This design comes from an exercise in tuning for small area on the open sky130 flow, not from production work.
At most, simulation tests tie the RTL to the original design; equivalence was not proved.
Power and IR drop assume default switching activity.

==> run M: inputs <==
==> flow/design.v <==
module axi_timer (
  input  logic        i_cap,
  input  logic [3:0]  i_cls,
  input  logic [31:0] i_hold,
  input  logic [2:0]  i_ctrl0,
  input  logic [3:0]  i_ctrl1,
  input  logic [31:0] i_load0,
  input  logic [31:0] i_cmp0,
  input  logic [31:0] i_cnt0,
  input  logic [31:0] i_load1,
  input  logic [31:0] i_cmp1,
  input  logic [31:0] i_cnt1,
  output logic [31:0] o_rdata
);
  logic err;
  logic [7:0] sel;
  assign err = i_cap & i_cls[3];
  always_comb begin
    for (int k = 0; k < 8; k++) sel[k] = i_cap && !i_cls[3] && (i_cls[2:0] == k[2:0]);
  end
  assign o_rdata = ({32{sel[0]}} & {29'd0, i_ctrl0})
                 | ({32{sel[1]}} & i_load0)
                 | ({32{sel[2]}} & i_cmp0)
                 | ({32{sel[3]}} & i_cnt0)
                 | ({32{sel[4]}} & {28'd0, i_ctrl1})
                 | ({32{sel[5]}} & i_load1)
                 | ({32{sel[6]}} & i_cmp1)
                 | ({32{sel[7]}} & i_cnt1)
                 | ({32{err}}    & 32'hdeaddead)
                 | ({32{!i_cap}} & i_hold);
endmodule
module timer_counter (
  input  logic        clk,
  input  logic        i_en,
  input  logic        i_reload,
  input  logic        i_up,
  input  logic        i_step,
  input  logic [31:0] i_load,
  input  logic [31:0] i_cmp,
  output logic [31:0] o_value,
  output logic        o_match
);
  logic [31:0] cnt;
  logic [31:0] tgl;
  logic        eq;
  assign eq = (cnt == i_cmp);
  always_comb begin
    tgl[0] = i_step;
    for (int i = 1; i < 32; i++) tgl[i] = tgl[i-1] & (cnt[i-1] ~^ i_up);
  end
  always_ff @(posedge clk) begin
    if (!i_en || (eq && i_reload)) cnt <= i_load;
    else                           cnt <= cnt ^ tgl;
    o_match <= i_en & eq;
  end
  assign o_value = cnt;
endmodule
module axi_timer_counter_top #(
  parameter AXI_ADDR_BW_p = 12     
) (
  input logic  clk,
  input logic  rst_n,
  input logic [AXI_ADDR_BW_p-1:0] i_axi_awaddr,
  input logic  i_axi_awvalid,
  input logic [31:0] i_axi_wdata,
  input logic i_axi_wvalid,
  input logic i_axi_bready,
  input logic [AXI_ADDR_BW_p-1:0] i_axi_araddr,
  input logic i_axi_arvalid,
  input logic i_axi_rready,
  output logic o_axi_awready,
  output logic o_axi_wready,
  output logic [1:0] o_axi_bresp,
  output logic o_axi_bvalid,
  output logic o_axi_arready,
  output logic [31:0] o_axi_rdata,
  output logic [1:0] o_axi_rresp,
  output logic o_axi_rvalid,
  output logic o_cnt0_done,
  output logic o_cnt1_done
);
  logic s_rdy;                    
  logic aw_used, w_used, ar_used;
  logic bvalid, rvalid;
  logic bresp_err, rresp_err;
  always_ff @(posedge clk) s_rdy <= rst_n;
  logic       aw_hi;
  logic [2:0] aw_cls_in, aw_buf, aw_cls;
  logic [31:0] w_buf, gdata;
  assign aw_hi     = |i_axi_awaddr[AXI_ADDR_BW_p-1:5];
  assign aw_cls_in = {i_axi_awaddr[4], i_axi_awaddr[3] | aw_hi, i_axi_awaddr[2] | aw_hi};
  logic hs_aw, hs_w, vwa, vwd, go;
  assign o_axi_awready = s_rdy & !aw_used;
  assign o_axi_wready  = s_rdy & !w_used;
  assign hs_aw = i_axi_awvalid & o_axi_awready;
  assign hs_w  = i_axi_wvalid & o_axi_wready;
  assign vwa   = aw_used | hs_aw;
  assign vwd   = w_used | hs_w;
  assign go    = vwa & vwd & (!bvalid | i_axi_bready);
  logic wsel_buf, wsel_bus;
  assign wsel_buf = rst_n & w_used;
  assign wsel_bus = rst_n & !w_used;
  assign gdata  = ({32{wsel_buf}} & w_buf) | ({32{wsel_bus}} & i_axi_wdata);
  always_ff @(posedge clk) begin
    if (!aw_used) aw_buf <= aw_cls_in;
    w_buf <= gdata;
  end
  assign aw_cls = aw_used ? aw_buf : aw_cls_in;
  always_ff @(posedge clk) begin
    aw_used <= rst_n & vwa & !go;
    w_used  <= rst_n & vwd & !go;
    bvalid  <= rst_n & (go | (bvalid & !i_axi_bready));
    if (go) bresp_err <= aw_cls[1] & aw_cls[0];
  end
  assign o_axi_bvalid = bvalid;
  assign o_axi_bresp  = {bresp_err, 1'b0};
  logic [2:0]  ctrl0;             
  logic [3:0]  ctrl1;             
  logic [31:0] load0, cmp0, load1, cmp1;
  logic [7:0]  we;
  always_comb begin
    for (int k = 0; k < 8; k++) we[k] = !rst_n || (go && aw_cls == k[2:0]);
  end
  always_ff @(posedge clk) begin
    if (we[0]) ctrl0 <= gdata[2:0];
    if (we[1]) load0 <= gdata;
    if (we[2]) cmp0  <= gdata;
    if (we[4]) ctrl1 <= gdata[3:0];
    if (we[5]) load1 <= gdata;
    if (we[6]) cmp1  <= gdata;
  end
  logic [31:0] cnt0, cnt1;
  logic        m0, m1;
  timer_counter t0 (
    .clk      ( clk ),
    .i_en     ( ctrl0[0] ),
    .i_reload ( ctrl0[1] ),
    .i_up     ( ctrl0[2] ),
    .i_step   ( 1'b1 ),
    .i_load   ( load0 ),
    .i_cmp    ( cmp0 ),
    .o_value  ( cnt0 ),
    .o_match  ( m0 )
  );
  timer_counter t1 (
    .clk      ( clk ),
    .i_en     ( ctrl1[0] ),
    .i_reload ( ctrl1[1] ),
    .i_up     ( ctrl1[2] ),
    .i_step   ( !ctrl1[3] | m0 ),
    .i_load   ( load1 ),
    .i_cmp    ( cmp1 ),
    .o_value  ( cnt1 ),
    .o_match  ( m1 )
  );
  assign o_cnt0_done = m0 & ctrl0[0];
  assign o_cnt1_done = m1 & ctrl1[0];
  logic [3:0]  ar_cls_in, ar_buf, ar_cls;
  logic [31:0] rsel, rdata;
  logic        hs_ar, var_, cap;
  assign ar_cls_in = {|i_axi_araddr[AXI_ADDR_BW_p-1:5], i_axi_araddr[4:2]};
  assign o_axi_arready = s_rdy & !ar_used;
  assign hs_ar = i_axi_arvalid & o_axi_arready;
  assign var_  = ar_used | hs_ar;
  assign cap   = var_ & (!rvalid | i_axi_rready);
  always_ff @(posedge clk) begin
    if (!ar_used) ar_buf <= ar_cls_in;
  end
  assign ar_cls = ar_used ? ar_buf : ar_cls_in;
  axi_timer rmux (
    .i_cap   ( cap ),
    .i_cls   ( ar_cls ),
    .i_hold  ( rdata ),
    .i_ctrl0 ( ctrl0 ),
    .i_ctrl1 ( ctrl1 ),
    .i_load0 ( load0 ),
    .i_cmp0  ( cmp0 ),
    .i_cnt0  ( cnt0 ),
    .i_load1 ( load1 ),
    .i_cmp1  ( cmp1 ),
    .i_cnt1  ( cnt1 ),
    .o_rdata ( rsel )
  );
  always_ff @(posedge clk) begin
    ar_used <= rst_n & var_ & !cap;
    rvalid  <= rst_n & (cap | (rvalid & !i_axi_rready));
    rdata     <= rsel;
    rresp_err <= (cap & ar_cls[3]) | (!cap & rresp_err);
  end
  assign o_axi_rvalid = rvalid;
  assign o_axi_rdata  = rdata;
  assign o_axi_rresp  = {rresp_err, 1'b0};
endmodule
==> flow/flow/run.sh <==
#!/bin/bash
# Layout flow: the standard synthesis, then the combinational logic between
# the registers re-mapped for area by ABC (registers, their names and cell types
# untouched), then the standard ORFS flow from the synthesised netlist on.
set -euo pipefail
W=$(pwd)
P=${FLOW_PLATFORM:-sky130hd}
R=$W/orfs/results/$P/axi_timer_counter_top/base
LIB=$FLOW_HOME/platforms/$P/lib/sky130_fd_sc_hd__tt_025C_1v80.lib

# 1. standard synthesis
bash standard.sh synth > $W/log_1_synth.log 2>&1
cp $R/1_2_yosys.v $W/std_synth.v

# 2. re-map the logic between the registers
SEQ=$(python3 - "$LIB" <<'PY'
import re, sys
t = open(sys.argv[1]).read()
out = []
for c in re.split(r'\n\s*cell\s*\(', t)[1:]:
    name = re.match(r'"?(\w+)"?\)', c).group(1)
    if re.search(r'\n\s*(ff|latch|ff_bank|statetable)\s*\(', c):
        out.append(name)
print(' '.join(out))
PY
)
DONTUSE=$(for c in $(make -s -C $FLOW_HOME DESIGN_CONFIG=$W/config.mk WORK_HOME=$W/orfs print-DONT_USE_CELLS 2>/dev/null | sed 's/^DONT_USE_CELLS: *//'); do printf -- '-dont_use %s ' "$c"; done)
# Candidate ABC scripts; each is checked against the standard netlist and the
# smallest equivalent result is kept (the standard netlist if none is).
N0='&get -n\n&st\n&dch\n&nf -R 1000\n&put\n'
N1='&get -n\n&st\n&dch\n&nf -R 1000 -F 8 -C 32 -p\n&put\n'
printf "$N0$N0$N0$N0" > $W/remap_a.abc
printf "&get -n\n&st\n&deepsyn -J 50\n&put\n$N1$N1$N1$N1" > $W/remap_b.abc
printf "&get -n\n&st\n&deepsyn -I 4 -J 50\n&put\n$N1$N1$N1$N1" > $W/remap_c.abc
for k in a b c; do
cat > $W/remap_$k.ys <<YS
read_liberty -ignore_miss_func -ignore_miss_dir $LIB
blackbox $SEQ
read_verilog $W/std_synth.v
hierarchy -top $FLOW_TOP
flatten
opt_clean -purge
abc -liberty $LIB -script $W/remap_$k.abc -D 5000 $DONTUSE
opt_clean -purge
hilomap -singleton -hicell sky130_fd_sc_hd__conb_1 HI -locell sky130_fd_sc_hd__conb_1 LO
insbuf -buf sky130_fd_sc_hd__buf_4 A X
splitnets
opt_clean -purge
tee -o $W/remap_$k.stat stat -liberty $LIB
write_verilog -noattr -noexpr -nohex -nodec $W/remapped_$k.v
YS
cat > $W/equiv_$k.ys <<YS
read_liberty -ignore_miss_func -ignore_miss_dir $LIB
read_verilog $W/equiv_gold.v
read_verilog $W/equiv_gate_$k.v
setattr -mod -unset top gold
rename -hide gold/w:_* gate/w:_* gold/c:_* gate/c:_*
flatten gold gate
opt_clean
async2sync
equiv_make gold gate equiv
hierarchy -top equiv
equiv_simple -seq 2
equiv_induct
equiv_status -assert
YS
done
sed "s/^module $FLOW_TOP(/module gold(/" $W/std_synth.v > $W/equiv_gold.v
for k in a b c; do
  ( yosys -s $W/remap_$k.ys > $W/log_2_remap_$k.log 2>&1 \
    && sed "s/^module $FLOW_TOP(/module gate(/" $W/remapped_$k.v > $W/equiv_gate_$k.v \
    && yosys -s $W/equiv_$k.ys > $W/log_2_equiv_$k.log 2>&1 \
    && echo ok > $W/remap_$k.ok ) || true &
done
wait
cp $W/std_synth.v $W/remapped.v
best=""
bestarea=1e18
for k in a b c; do
  [[ -f $W/remap_$k.ok ]] || continue
  a=$(sed -n "s/.*Chip area for module .*: \([0-9.]*\).*/\1/p" $W/remap_$k.stat | tail -1)
  if python3 -c "import sys; sys.exit(0 if float('$a') < float('$bestarea') else 1)"; then
    best=$k; bestarea=$a
  fi
done
echo "remap: chose '${best:-none}' area $bestarea" > $W/log_2_remap_choice.log
[[ -n "$best" ]] && cp $W/remapped_$best.v $W/remapped.v
cp $W/remapped.v $R/1_2_yosys.v
rm -f $R/1_synth.odb

# 3. the rest of the standard flow: port buffers of the smallest size, no
#    dummy loads in the clock tree
bash standard.sh finish \
  "BUFFER_PORTS_ARGS=-buffer_cell sky130_fd_sc_hd__buf_1" \
  "CTS_ARGS=-sink_clustering_enable -repair_clock_nets -sink_clustering_size 30 -sink_clustering_max_diameter 150 -buf_list sky130_fd_sc_hd__clkbuf_16 -root_buf sky130_fd_sc_hd__clkbuf_4 -tree_buf sky130_fd_sc_hd__clkbuf_4 -dont_use_dummy_load" \
  > $W/log_3_layout.log 2>&1
==> flow/standard.sh <==
#!/bin/bash
# synth_recipe.tcl (not shown) runs the flow's synth.tcl, then flattens the netlist and writes it again
# the make line also repeats each setting of config.mk as NAME=value (left out here)
make -C /OpenROAD-flow-scripts/flow DESIGN_CONFIG=/design/flow/config.mk WORK_HOME=/design/flow/orfs CLKGATE_MAP_FILE= SYNTH_SCRIPT=/design/flow/synth_recipe.tcl "${@:-finish}"
==> flow/config.mk <==
export PLATFORM = sky130hd
export DESIGN_NAME = axi_timer_counter_top
export DESIGN_NICKNAME = axi_timer_counter_top
export VERILOG_FILES = /design/flow/design.v
export SDC_FILE = /design/flow/constraint.sdc
export NUM_CORES = 4
export LEC_CHECK = 0
export CAP_MARGIN = 0
export CORE_MARGIN = 2
export CORE_UTILIZATION = 60
export SLEW_MARGIN = 0
==> flow/constraint.sdc <==
create_clock -name core_clock -period 5.0 [get_ports {clk}]
set_input_delay 1.0000 -clock core_clock [delete_from_list [all_inputs] [get_ports {clk}]]
set_output_delay 1.0000 -clock core_clock [all_outputs]
set_load 0.01 [all_outputs]
==> inputs of run Y, as changes to run M <==
--- a/flow/flow/run.sh
+++ b/flow/flow/run.sh
@@ -94,3 +94,4 @@
   "BUFFER_PORTS_ARGS=-buffer_cell sky130_fd_sc_hd__buf_1" \
-  "CTS_ARGS=-sink_clustering_enable -repair_clock_nets -sink_clustering_size 30 -sink_clustering_max_diameter 150 -buf_list sky130_fd_sc_hd__clkbuf_16 -root_buf sky130_fd_sc_hd__clkbuf_4 -tree_buf sky130_fd_sc_hd__clkbuf_4 -dont_use_dummy_load" \
+  "PRE_GLOBAL_ROUTE_TCL=$W/flow/grt_hook.tcl" \
+  "CTS_ARGS=-sink_clustering_enable -repair_clock_nets -sink_clustering_size 30 -sink_clustering_max_diameter 150 -buf_list sky130_fd_sc_hd__clkbuf_16 -root_buf sky130_fd_sc_hd__clkbuf_8 -tree_buf sky130_fd_sc_hd__clkbuf_8 -dont_use_dummy_load" \
   > $W/log_3_layout.log 2>&1
==> flow/flow/grt_hook.tcl (new file) <==
# Area recovery after the global-route repairs: downsize gates off the critical
# paths, then repair any slew or capacitance violation that this causes. The
# caller re-routes the nets these steps change.
proc recover_power_helper { } {
  log_cmd repair_timing -recover_power 100 -verbose
  log_cmd estimate_parasitics -global_routing
  repair_design_helper
  log_cmd detailed_placement
}
--- a/flow/config.mk
+++ b/flow/config.mk
@@ -7,5 +7,5 @@
 export LEC_CHECK = 0
-export CAP_MARGIN = 0
+export CAP_MARGIN = 20
 export CORE_MARGIN = 2
 export CORE_UTILIZATION = 60
-export SLEW_MARGIN = 0
+export SLEW_MARGIN = 20
==> inputs of run F, as changes to run M <==
--- a/flow/design.v
+++ b/flow/design.v
@@ -1,5 +1,3 @@
 module axi_timer (
-  input  logic        i_cap,
   input  logic [3:0]  i_cls,
-  input  logic [31:0] i_hold,
   input  logic [2:0]  i_ctrl0,
@@ -16,5 +14,5 @@
   logic [7:0] sel;
-  assign err = i_cap & i_cls[3];
+  assign err = i_cls[3];
   always_comb begin
-    for (int k = 0; k < 8; k++) sel[k] = i_cap && !i_cls[3] && (i_cls[2:0] == k[2:0]);
+    for (int k = 0; k < 8; k++) sel[k] = !err && (i_cls[2:0] == k[2:0]);
   end
@@ -28,4 +26,3 @@
                  | ({32{sel[7]}} & i_cnt1)
-                 | ({32{err}}    & 32'hdeaddead)
-                 | ({32{!i_cap}} & i_hold);
+                 | ({32{err}}    & 32'hdeaddead);
 endmodule
@@ -170,5 +167,3 @@
   axi_timer rmux (
-    .i_cap   ( cap ),
     .i_cls   ( ar_cls ),
-    .i_hold  ( rdata ),
     .i_ctrl0 ( ctrl0 ),
@@ -186,4 +181,6 @@
     rvalid  <= rst_n & (cap | (rvalid & !i_axi_rready));
-    rdata     <= rsel;
-    rresp_err <= (cap & ar_cls[3]) | (!cap & rresp_err);
+    if (cap) begin
+      rdata     <= rsel;
+      rresp_err <= ar_cls[3];
+    end
   end
==> flow/run.sh (new file) <==
#!/bin/bash
# synth_recipe.tcl (not shown) runs the flow's synth.tcl, then flattens the netlist and writes it again
# the make line also repeats each setting of config.mk as NAME=value (left out here)
make -C /OpenROAD-flow-scripts/flow DESIGN_CONFIG=/design/flow/config.mk WORK_HOME=/design/flow/orfs CLKGATE_MAP_FILE= SYNTH_SCRIPT=/design/flow/synth_recipe.tcl finish
--- a/flow/config.mk
+++ b/flow/config.mk
@@ -7,5 +7,8 @@
 export LEC_CHECK = 0
-export CAP_MARGIN = 0
+export CAP_MARGIN = 20
 export CORE_MARGIN = 2
 export CORE_UTILIZATION = 60
-export SLEW_MARGIN = 0
+export CTS_BUF_LIST = sky130_fd_sc_hd__clkbuf_8
+export CTS_CLUSTER_DIAMETER = 60
+export CTS_CLUSTER_SIZE = 18
+export SLEW_MARGIN = 20
removed: flow/flow/run.sh
removed: flow/standard.sh
==> qor summary <==
| metric | run M | run Y | run F |
|---|---|---|---|
| Run status | complete, no violations | complete, no violations | complete, no violations |
| Final-layout fill cell count | 1593 | 1595 | 1574 |
| Data arrival at the endpoint of the critical path | 5.20 ns | 5.07 ns | 4.00 ns |
| DRT met1 WL | 14300 µm | 14300 µm | 13400 µm |
| Y dimension of the die | 144 µm | 144 µm | 150 µm |
| Most prevalent standard cell on the critical path | sky130_fd_sc_hd__a21oi_1 | sky130_fd_sc_hd__a21oi_1 | - |
| Skew final | 0.0687 ns | 0.0586 ns | 0.0321 ns |
| Row cnt | 51 | 51 | 53 |
| Total power | 4.49 mW | 4.52 mW | 4.69 mW |
| Depth of the worst register-to-register path | 19 | 19 | 6 |
| Cell Int Power | 3.24 mW | 3.27 mW | 3.40 mW |
| Cell Count Post-Placement | 1404 | 1404 | 1419 |
| Clock latency on the worst-skew pair | 0.66 ns | 0.55 ns | 0.57 ns |
| DR vias/cell | 6.54 | 6.51 | 5.95 |
| Final worst setup slack | 0.356 ns | 0.337 ns | 1.47 ns |
| Highest cell delay on the worst timing path | 0.43 ns | 0.43 ns | 0.89 ns |
| Routability congestion estimate from global placement | 0.970 | 0.970 | 0.845 |
| Standard cell area after detailed placement | 0.0126 mm² | 0.0126 mm² | 0.0140 mm² |
| Number of tap cells inserted | 265 | 265 | 275 |
No functional check of the RTL was part of run F.

separate check: timing with driven ports:
Ports are ideal in the flow. The routed layouts listed here were re-timed in OpenROAD. Step 1, drivers: a clkbuf_16 drives clk and a buf_2 each remaining input, both assumed. Step 2 also shifts input and output timing later by t, the mid clock arrival at the registers, as if the neighbouring blocks saw the same clock. Slacks: ideal / step 1 / step 2; pairs: ideal / step 1.
| run | shift t [ns] | setup slack, ns | hold WS [ns] | slew at the worst register clock pin (ns) | worst data-port slew with drivers (ns) |
|---|---|---|---|---|---|
| run M | 0.667 | 0.356 / 0.356 / 0.356 | 0.486 / 0.486 / 0.486 | 0.12 / 0.12 | 0.03 |
| run Y | 0.562 | 0.337 / 0.337 / 0.337 | 0.482 / 0.482 / 0.482 | 0.12 / 0.12 | 0.03 |
| run F | 0.597 | 1.472 / 1.472 / 1.099 | 0.492 / 0.492 / 0.492 | 0.12 / 0.12 | 0.05 |
After both steps setup and hold are still met in every run listed. For run F, which loses most, drivers alone change the setup slack by 0.000 ns; drivers and shift together by -0.373 ns.
